Background: an optimization exercise with open tools, aiming at small area. Do not read the settings as production practice. In this exercise RTL edits were held to simulation tests only and were not proved equivalent to the original. Power figures rest on the tool's default switching activity, not on a simulated workload.

Setup of tundra:
==> flow/design.v (excerpt) <==
module morv_top (
    input logic clk,
    input logic rst_n,
    output logic [31:0] address,
    output logic [31:0] wdata,
    output logic write,
    output logic [3:0] wstrb,
    input logic [31:0] rdata,
    input logic ready,
    output logic exception
);
==> flow/config.mk <==
export PLATFORM = sky130hd
export DESIGN_NAME = morv_top
export DESIGN_NICKNAME = morv_top
export VERILOG_FILES = /design/flow/design.v
export SDC_FILE = /design/flow/constraint.sdc
export NUM_CORES = 4
export LEC_CHECK = 0
export CAP_MARGIN = 25
export CORE_MARGIN = 2
export CORE_UTILIZATION = 55
export CTS_BUF_LIST = sky130_fd_sc_hd__clkbuf_16
export CTS_CLUSTER_DIAMETER = 80
export CTS_CLUSTER_SIZE = 25
export SLEW_MARGIN = 25
export SYNTH_HIERARCHICAL = 1
==> flow/constraint.sdc <==
create_clock -name core_clock -period 14.0 [get_ports {clk}]
set_input_delay 2.8000 -clock core_clock [delete_from_list [all_inputs] [get_ports {clk}]]
set_output_delay 2.8000 -clock core_clock [all_outputs]
set_load 0.01 [all_outputs]
standard.sh (not shown) runs the stock make flow with config.mk's settings and CLKGATE_MAP_FILE= SYNTH_SCRIPT=/design/flow/synth_recipe.tcl, a recipe that flattens the netlist after the stock synthesis.
==> flow/flow/run.sh <==
#!/bin/bash
# The standard layout (standard.sh), with three changes made through ORFS's
# own environment variables:
#  - port buffers use the smallest buffer cell instead of clkdlybuf4s50_1;
#  - clock tree synthesis inserts no dummy loads.
set -euo pipefail
export BUFFER_PORTS_ARGS="-buffer_cell sky130_fd_sc_hd__buf_1"
export CTS_ARGS="-sink_clustering_enable -repair_clock_nets -buf_list sky130_fd_sc_hd__clkbuf_16 -sink_clustering_size 25 -sink_clustering_max_diameter 80 -dont_use_dummy_load"
bash standard.sh > standard.log 2>&1
Input changes introduced in willow (baseline for comparison: tundra):
==> flow/run.sh (new file) <==
#!/bin/bash
# synth_recipe.tcl (not shown) runs the flow's synth.tcl, then flattens the netlist and writes it again
# the make line also repeats each setting of config.mk as NAME=value (left out here)
make -C /OpenROAD-flow-scripts/flow DESIGN_CONFIG=/design/flow/config.mk WORK_HOME=/design/flow/orfs CLKGATE_MAP_FILE= SYNTH_SCRIPT=/design/flow/synth_recipe.tcl finish
removed: flow/flow/run.sh
removed: flow/standard.sh
Results
- In willow the share of total power in the clock network turned out 1.4 points higher than in tundra.
- In the reports for willow and tundra, the smaller top achievable clock speed belongs to tundra.
- On global-route usage, the lower figure sits with tundra, not willow.
- Higher sequential fraction of design power among willow and tundra: tundra
[inputs] quartz vs willow
# willow
export LEC_CHECK = 0
export CAP_MARGIN = 25
export CORE_MARGIN = 2
export CORE_UTILIZATION = 55
export CTS_BUF_LIST = sky130_fd_sc_hd__clkbuf_16
export CTS_CLUSTER_DIAMETER = 80
export CTS_CLUSTER_SIZE = 25
export SLEW_MARGIN = 25
export SYNTH_HIERARCHICAL = 1
create_clock -name core_clock -period 14.0 [get_ports {clk}]
# quartz
export LEC_CHECK = 0
export CAP_MARGIN = 25
export CORE_MARGIN = 2
export CORE_UTILIZATION = 55
export CTS_BUF_LIST = sky130_fd_sc_hd__clkbuf_16
export CTS_CLUSTER_DIAMETER = 80
export CTS_CLUSTER_SIZE = 30
export SLEW_MARGIN = 25
export SYNTH_HIERARCHICAL = 1
create_clock -name core_clock -period 14.0 [get_ports {clk}]
==> flow/flow/run.sh (new file) <==
#!/bin/bash
# The standard layout (standard.sh), with two changes made through ORFS's
# own environment variables:
#  - port buffers use the smallest buffer cell instead of clkdlybuf4s50_1;
#  - clock tree synthesis inserts no dummy loads.
set -euo pipefail
export BUFFER_PORTS_ARGS="-buffer_cell sky130_fd_sc_hd__buf_1"
export CTS_ARGS="-sink_clustering_enable -repair_clock_nets -buf_list sky130_fd_sc_hd__clkbuf_16 -sink_clustering_size 30 -sink_clustering_max_diameter 80 -dont_use_dummy_load"
bash standard.sh > standard.log 2>&1
==> flow/standard.sh (new file) <==
#!/bin/bash
# synth_recipe.tcl (not shown) runs the flow's synth.tcl, then flattens the netlist and writes it again
# the make line also repeats each setting of config.mk as NAME=value (left out here)
make -C /OpenROAD-flow-scripts/flow DESIGN_CONFIG=/design/flow/config.mk WORK_HOME=/design/flow/orfs CLKGATE_MAP_FILE= SYNTH_SCRIPT=/design/flow/synth_recipe.tcl "${@:-finish}"
removed: flow/run.sh
Notes after the runs:
quartz went all the way through synthesis, placement and routing and the layout is clean on timing, DRC and antenna.
Delta (quartz minus willow): number of detailed-route iterations in the first pass decreased by 1 relative to the old numbers; largest clock skew in the final design higher; area of the core has remained practically unchanged; area added between synthesis and finish fell 2.3 points.
The setup slack of quartz is smaller than that of willow.
The lower wire length of the first global-routing pass of willow and quartz is in quartz.
Max static power due to leakage across willow and quartz: willow
Hold slack delta (quartz -> willow): insignificant
| part of the power in the clock network | lower: quartz |

re-timing with driven ports:
How much do the figures lean on ideal ports? The routed layouts below were timed once more, with nothing changed but the port constraints. Step 1 sets driving cells, clkbuf_16 on the clock port and buf_2 on the other inputs (assumed; they add their load-dependent delay and slew). Step 2, shift: input delay + t, output delay - t, t = (earliest + latest rising clock arrival at the registers) / 2. This alone moves slack from input paths to output paths. Slacks: ideal / step 1 / step 2; pairs: ideal / step 1.
run | t, ns | slack for setup (ns) | worst hold slack (ns) | worst setup path after step 2 | latest minus earliest clock arrival (ns)
tundra | 0.768 | 0.973 / 0.973 / 0.973 | 0.501 / 0.501 / 0.501 | register to register | 0.088 / 0.088
willow | 0.764 | 1.505 / 1.505 / 1.505 | 0.503 / 0.503 / 0.503 | register to register | 0.038 / 0.038
quartz | 0.765 | 1.007 / 1.007 / 1.007 | 0.505 / 0.505 / 0.505 | register to register | 0.099 / 0.099
After both steps every run listed still meets setup and hold.
